What follows belongs to an exercise in optimizing a design on an open flow for small area; a production flow would make more cautious choices. The RTL was checked by simulation tests, not by an equivalence proof against the original design.

## flow/design.v (module list and top-level ports; edited modules follow where they fit)
// module cpx_multiply: 1430 lines
// module dot_prod_pip: 776 lines
// module arg_max: 55 lines
// module arg_max_gt: 242 lines
// module x_corr: 71 lines
module x_corr #(parameter xi_bits = 12,
                parameter xq_bits = 12,
                parameter yi_bits = 12,
                parameter yq_bits = 12,
                parameter i_bits = 31,
                parameter q_bits = 31,
                parameter length = 102,
                parameter length_counter_bits = 7,
                parameter out_max_bits = 62
                )
   (input clk,
    input                              rst,
    output                             s_axis_tready,
    input [xi_bits - 1:0]              xi,
    input [xq_bits - 1:0]              xq,
    input [yi_bits - 1:0]              yi,
    input [yq_bits - 1:0]              yq,
    input                              m_axis_tvalid,
    input                              m_axis_tready,
    output [out_max_bits - 1:0]        out_max,
    output [length_counter_bits - 1:0] index,
    output                             s_axis_tvalid
    );
  // ...
==> flow/run.sh <==
#!/bin/bash
# synth_recipe.tcl (not shown) runs the flow's synth.tcl, then flattens the netlist and writes it again
# the make line also repeats each setting of config.mk as NAME=value (left out here)
make -C /OpenROAD-flow-scripts/flow DESIGN_CONFIG=/design/flow/config.mk WORK_HOME=/design/flow/orfs CLKGATE_MAP_FILE= SYNTH_SCRIPT=/design/flow/synth_recipe.tcl finish
==> flow/config.mk <==
export PLATFORM = sky130hd
export DESIGN_NAME = x_corr
export DESIGN_NICKNAME = x_corr
export VERILOG_FILES = /design/flow/design.v
export SDC_FILE = /design/flow/constraint.sdc
export NUM_CORES = 4
export LEC_CHECK = 0
export ABC_AREA = 1
export CAP_MARGIN = 20
export CORE_MARGIN = 2
export CORE_UTILIZATION = 40
export SLEW_MARGIN = 20
==> flow/constraint.sdc <==
create_clock -name core_clock -period 10.0 [get_ports {clk}]
set_input_delay 2.0000 -clock core_clock [delete_from_list [all_inputs] [get_ports {clk}]]
set_output_delay 2.0000 -clock core_clock [all_outputs]
set_load 0.01 [all_outputs]
==> impl_metrics.csv, run 1 <==
group,metric,value,unit
placed_design,dp.cells,5777,
drt,met3_length,8348,microns
clock_tree,cts-root-buf,"clkbuf_16",
placed_design,port-buffer-count,120,
global_route,antenna_found_initial,3,
cells_and_area,multi_input_area_share,63.43,%
cells_and_area,n_all_inverters,945,
clock_tree,cts_tree,"built",
cells_and_area,drive_above_1_share,4.659,%
drt,dr.pass1.iters,6,
floorplanning,dieArea,90000,sq um
setup_path,cp_common_cell,"nand2_1",
cells_and_area,largest_reg_flops,60,
logic_synthesis,ys.flop_type,"dfxtp_1",
drt,drc,0,
cells_and_area,largestRegisters,"am.omax x60, mg.mag x56",
cells_and_area,area.share.sequential,15.42,%
cells_and_area,clkCellAreaFrac,2.575,%
setup_path,regToRegSetupSlack,1.01,ns
status,status,"finished clean",
setup_path,critPathBufInv,6,
timing,max_freq,111.2,MHz
drt,wl_met1,46660,microns
drt,drt_iter0_drc,2536,
worst_hold_path,hold_end,"am.icounter[3]",
timing,finalSetupTns,0,ns
timing,finalHoldViolCount,0,
logic_synthesis,synth-seq-cells,268,
global_route,grt_max_degree,89,
timing,fin_crit_sh,89.94,%
clock_tree,cts_setup_buffers,0,
logic_synthesis,synth_top_cell_area_share,24.45,%
logic_synthesis,ys_top_cells_by_area,"fa_1 24%, dfxtp_1 12%, nand2_1 11%",
timing,max_slew_margin,28.58,%
==> run 2: changes to the inputs <==
==> flow/flow/run.sh (new file) <==
#!/bin/bash
# Layout flow: the standard synthesis, then a polarity clean-up of the
# mapped netlist (flow/polarity.py: full adders built on complemented
# signals where that saves inverters; registers untouched), then the standard flow's
# standard ORFS layout with one-drive port buffers and a clock tree without
# dummy loads. Each tool's output goes to a log file in this folder.
set -euo pipefail
W=$(pwd)
R=$W/orfs/results/$FLOW_PLATFORM/x_corr/base

bash standard.sh synth > synth.log 2>&1

cp "$R/1_2_yosys.v" "$W/netlist_standard.v"
python3 flow/polarity.py "$W/netlist_standard.v" "$W/netlist_polarity.v" > polarity.log 2>&1
cp "$W/netlist_polarity.v" "$R/1_2_yosys.v"
rm -f "$R/1_synth.odb" "$R/1_synth.sdc"

bash standard.sh \
  BUFFER_PORTS_ARGS="-buffer_cell sky130_fd_sc_hd__buf_1" \
  CTS_ARGS="-sink_clustering_enable -repair_clock_nets -dont_use_dummy_load" \
  finish > layout.log 2>&1
==> flow/flow/polarity.py (new file) <==
#!/usr/bin/env python3
"""Polarity clean-up of a mapped sky130 netlist (Yosys write_verilog output).

Full adders are self-dual: FA(~a,~b,~c) = (~sum, ~cout). Yosys's full-adder
extraction leaves many inverters between adders. This script chooses, per
full adder, whether to build it on complemented signals, and per XOR/XNOR
gate which of the two to use, so that as few inverters as possible remain.
Registers, ports and all other cells are left as they are. The result is
logically identical to the input netlist.

usage: polarity.py IN.v OUT.v
"""
import re, sys, random
from collections import defaultdict

P = "sky130_fd_sc_hd__"
OUTPINS = {"X", "Y", "Q", "Q_N", "SUM", "COUT", "HI", "LO"}

def main(src, dst):
    text = open(src).read()
    m = re.search(r"^\s*module\s", text, re.M)
    head_end = None
    cell_re = re.compile(r"^  (\S+) (\S+) \((.*?)\n  \);\n", re.S | re.M)
    pin_re = re.compile(r"\.(\w+)\(([^()]*)\)")
    cells = []
    spans = []
    for mm in cell_re.finditer(text):
        typ, name, body = mm.group(1), mm.group(2), mm.group(3)
        pins = [(p, n.strip()) for p, n in pin_re.findall(body)]
        cells.append([typ, name, pins])
        spans.append((mm.start(), mm.end()))
    if not cells:
        sys.exit("no cells parsed")
    # ports
    ports = set()
    for mm in re.finditer(r"^\s*(input|output)\s+(\[(\d+):(\d+)\]\s*)?(\S+);", text, re.M):
        if mm.group(1) != "output":
            continue
        nm = mm.group(5)
        if mm.group(2):
            hi, lo = int(mm.group(3)), int(mm.group(4))
            for i in range(min(hi, lo), max(hi, lo) + 1):
                ports.add(f"{nm}[{i}]")
        else:
            ports.add(nm)
    isinv = lambda t: t.startswith(P + "inv_") or t.startswith(P + "clkinv_")
    isfa = lambda t: t.startswith(P + "fa_")
    isxor = lambda t: t.startswith(P + "xor2_") or t.startswith(P + "xnor2_")
    driver = {}
    loads = defaultdict(list)
    for ci, (typ, name, pins) in enumerate(cells):
        for p, n in pins:
            if p in OUTPINS:
                driver[n] = (ci, p)
            else:
                loads[n].append((ci, p))
    # root resolution through inverters
    memo = {}
    def root(n):
        if n in memo:
            return memo[n]
        d = driver.get(n)
        if d is not None and isinv(cells[d[0]][0]):
            inp = dict(cells[d[0]][2])["A"]
            r, q = root(inp)
            res = (r, q ^ 1)
        else:
            res = (n, 0)
        memo[n] = res
        return res
    # inverters that drive ports stay; everything else is rebuilt
    keep_inv = set()
    for ci, (typ, name, pins) in enumerate(cells):
        if isinv(typ):
            out = dict(pins)["Y"]
            if out in ports:
                keep_inv.add(ci)
    # flippable cells: FA (not driving ports), XOR/XNOR (free)
    flip = {}
    fa_cells = []
    for ci, (typ, name, pins) in enumerate(cells):
        if isfa(typ):
            outs = [n for p, n in pins if p in OUTPINS]
            if not any(o in ports for o in outs):
                flip[ci] = 0
                fa_cells.append(ci)
        elif isxor(typ):
            outs = [n for p, n in pins if p in OUTPINS]
            if not any(o in ports for o in outs):
                flip[ci] = 0
    # load requirements: list of (ci, pin, root, parity) for non-inverter loads
    # and kept inverters (which need parity on their input)
    reqs = defaultdict(list)     # root -> list of (ci, pin, q)
    cell_in_roots = defaultdict(list)
    for ci, (typ, name, pins) in enumerate(cells):
        if isinv(typ) and ci not in keep_inv:
            continue
        for p, n in pins:
            if p in OUTPINS:
                continue
            if n.startswith("1'") or n.startswith("0'"):
                continue
            r, q = root(n)
            reqs[r].append((ci, p, q))
            cell_in_roots[ci].append(r)
    for n in ports:
        r, q = root(n)
        d = driver.get(n)
        if d is not None and isinv(cells[d[0]][0]):
            continue  # handled by kept inverter
        if n != r:
            print("port through buffer?", n, r)
    def phys(r):
        d = driver.get(r)
        if d is not None and d[0] in flip and isfa(cells[d[0]][0]):
            return flip[d[0]]
        if d is not None and d[0] in flip and isxor(cells[d[0]][0]):
            return flip[d[0]]
        return 0
    def need_inv(r):
        pr = phys(r)
        for ci, p, q in reqs[r]:
            t = cells[ci][0]
            if ci in flip and isxor(t):
                continue  # absorbed
            f = flip.get(ci, 0) if isfa(t) else 0
            if (q ^ f) != pr:
                return 1
        return 0
    def cost_roots(rs):
        return sum(need_inv(r) for r in rs)
    def touched(ci):
        rs = set(cell_in_roots[ci])
        for p, n in cells[ci][2]:
            if p in OUTPINS:
                rs.add(n)
        return rs
    allroots = set(reqs.keys())
    before = cost_roots(allroots)
    flippable = list(flip.keys())
    tt = {ci: touched(ci) for ci in flippable}
    # greedy passes, then simulated annealing, keeping the best assignment
    random.seed(1)
    cur = before
    best = cur
    best_flip = dict(flip)
    it = 0
    T = 0.6
    steps = 400 * len(flippable)
    for step in range(steps):
        ci = flippable[random.randrange(len(flippable))]
        rs = tt[ci]
        c0 = cost_roots(rs)
        flip[ci] ^= 1
        c1 = cost_roots(rs)
        d = c1 - c0
        if d <= 0 or random.random() < pow(2.718, -d / T):
            cur += d
            if cur < best:
                best = cur
                best_flip = dict(flip)
        else:
            flip[ci] ^= 1
        T = max(0.05, 0.6 * (1 - step / steps))
    flip.update(best_flip)
    improved = True
    while improved:
        improved = False
        it += 1
        for ci in flippable:
            rs = tt[ci]
            c0 = cost_roots(rs)
            flip[ci] ^= 1
            if cost_roots(rs) < c0:
                improved = True
            else:
                flip[ci] ^= 1
    after = cost_roots(allroots)
    # rebuild: for each root needing an inverter, one new inverter
    invnet = {}
    newcells = []
    k = 0
    for r in sorted(allroots):
        if need_inv(r):
            k += 1
            nn = f"_pol{k}_"
            invnet[r] = nn
            newcells.append((P + "inv_1", f"_polinv{k}_", [("A", r), ("Y", nn)]))
    def conn(ci, p, n):
        r, q = root(n)
        t = cells[ci][0]
        if ci in flip and isxor(t):
            return r
        f = flip.get(ci, 0) if isfa(t) else 0
        if (q ^ f) != phys(r):
            return invnet[r]
        return r
    out_cells = []
    for ci, (typ, name, pins) in enumerate(cells):
        if isinv(typ) and ci not in keep_inv:
            continue
        newpins = []
        if ci in flip and isxor(typ):
            # parity absorbed: xor of physical inputs vs wanted
            par = flip[ci]
            for p, n in pins:
                if p in OUTPINS:
                    newpins.append((p, n))
                    continue
                r, q = root(n)
                par ^= q ^ phys(r)
                newpins.append((p, r))
            base = "xor2_" if typ.startswith(P + "xor2_") else "xnor2_"
            # cell value = base(phys inputs); wanted output physical = true ^ flip
            # true = base(true inputs) = base(phys) ^ (q^phys parity sum)
            isx = (base == "xor2_")
            want_x = isx ^ bool(par)
            drive = typ.split("_")[-1]
            typ2 = P + ("xor2_" if want_x else "xnor2_") + drive
            opin = "X" if want_x else "Y"
            newpins = [((opin if p in OUTPINS else p), n) for p, n in newpins]
            out_cells.append((typ2, name, newpins))
            continue
        for p, n in pins:
            if p in OUTPINS or n.startswith("1'") or n.startswith("0'"):
                newpins.append((p, n))
            else:
                newpins.append((p, conn(ci, p, n)))
        out_cells.append((typ, name, newpins))
    out_cells.extend(newcells)
    # write: header (everything before first cell), declare new wires, cells, endmodule
    first = spans[0][0]
    last = spans[-1][1]
    head = text[:first]
    tail = text[last:]
    decl = "".join(f"  wire _pol{i}_;\n" for i in range(1, k + 1))
    body = []
    for typ, name, pins in out_cells:
        body.append(f"  {typ} {name} (\n" + ",\n".join(f"    .{p}({n})" for p, n in pins) + "\n  );\n")
    open(dst, "w").write(head + decl + "".join(body) + tail)
    ninv0 = sum(1 for c in cells if isinv(c[0]))
    print(f"cells {len(cells)}; inverters {ninv0} -> {len(keep_inv) + k}; roots needing inverter {before} -> {after}; passes {it}")
    nfl = sum(1 for ci in fa_cells if flip[ci])
    print(f"full adders flipped: {nfl} of {len(fa_cells)}")

if __name__ == "__main__":
    main(sys.argv[1], sys.argv[2])
==> flow/standard.sh (new file) <==
#!/bin/bash
# synth_recipe.tcl (not shown) runs the flow's synth.tcl, then flattens the netlist and writes it again
# the make line also repeats each setting of config.mk as NAME=value (left out here)
make -C /OpenROAD-flow-scripts/flow DESIGN_CONFIG=/design/flow/config.mk WORK_HOME=/design/flow/orfs CLKGATE_MAP_FILE= SYNTH_SCRIPT=/design/flow/synth_recipe.tcl "${@:-finish}"
removed: flow/run.sh
==> run 2 against run 1 <==
Net effect:
- the flow now stops in netlist read-in after synthesis
==> impl_metrics.csv, run 2 <==
group,metric,value,unit
status,status,"aborted with a tool error",
status,stop_stage,"netlist read-in after synthesis",
status,firstError,"[ERROR STA-0171] /design/flow/orfs/results/sky130hd/x_corr/base/1_2_yosys.v line 5958, syntax error",
logic_synthesis,synth_warnings,3,

afterwards: timing with drivers on the ports:
Ports are ideal in the flow. The routed layout listed here was re-timed in OpenROAD.
Step 1, drivers: a clkbuf_16 drives clk and a buf_2 each remaining input, both assumed.
Step 2 adds t to the input delays and takes it off the output delays; t is the mean of the earliest and latest rising clock arrival at the registers after step 1. Input paths then give back, and output paths get back, about the clock's delay inside the block.
Three values: ideal, step 1, step 2; two values: the first two.
run: run 1
t, ns: 0.642
setup WS [ns]: 1.006 / 1.006 / 0.762
pins driven straight from the clock port: 1
After both steps run 1 still meets setup and hold. The setup slack of run 1 moves by 0.000 ns with the drivers and by -0.244 ns with both steps.
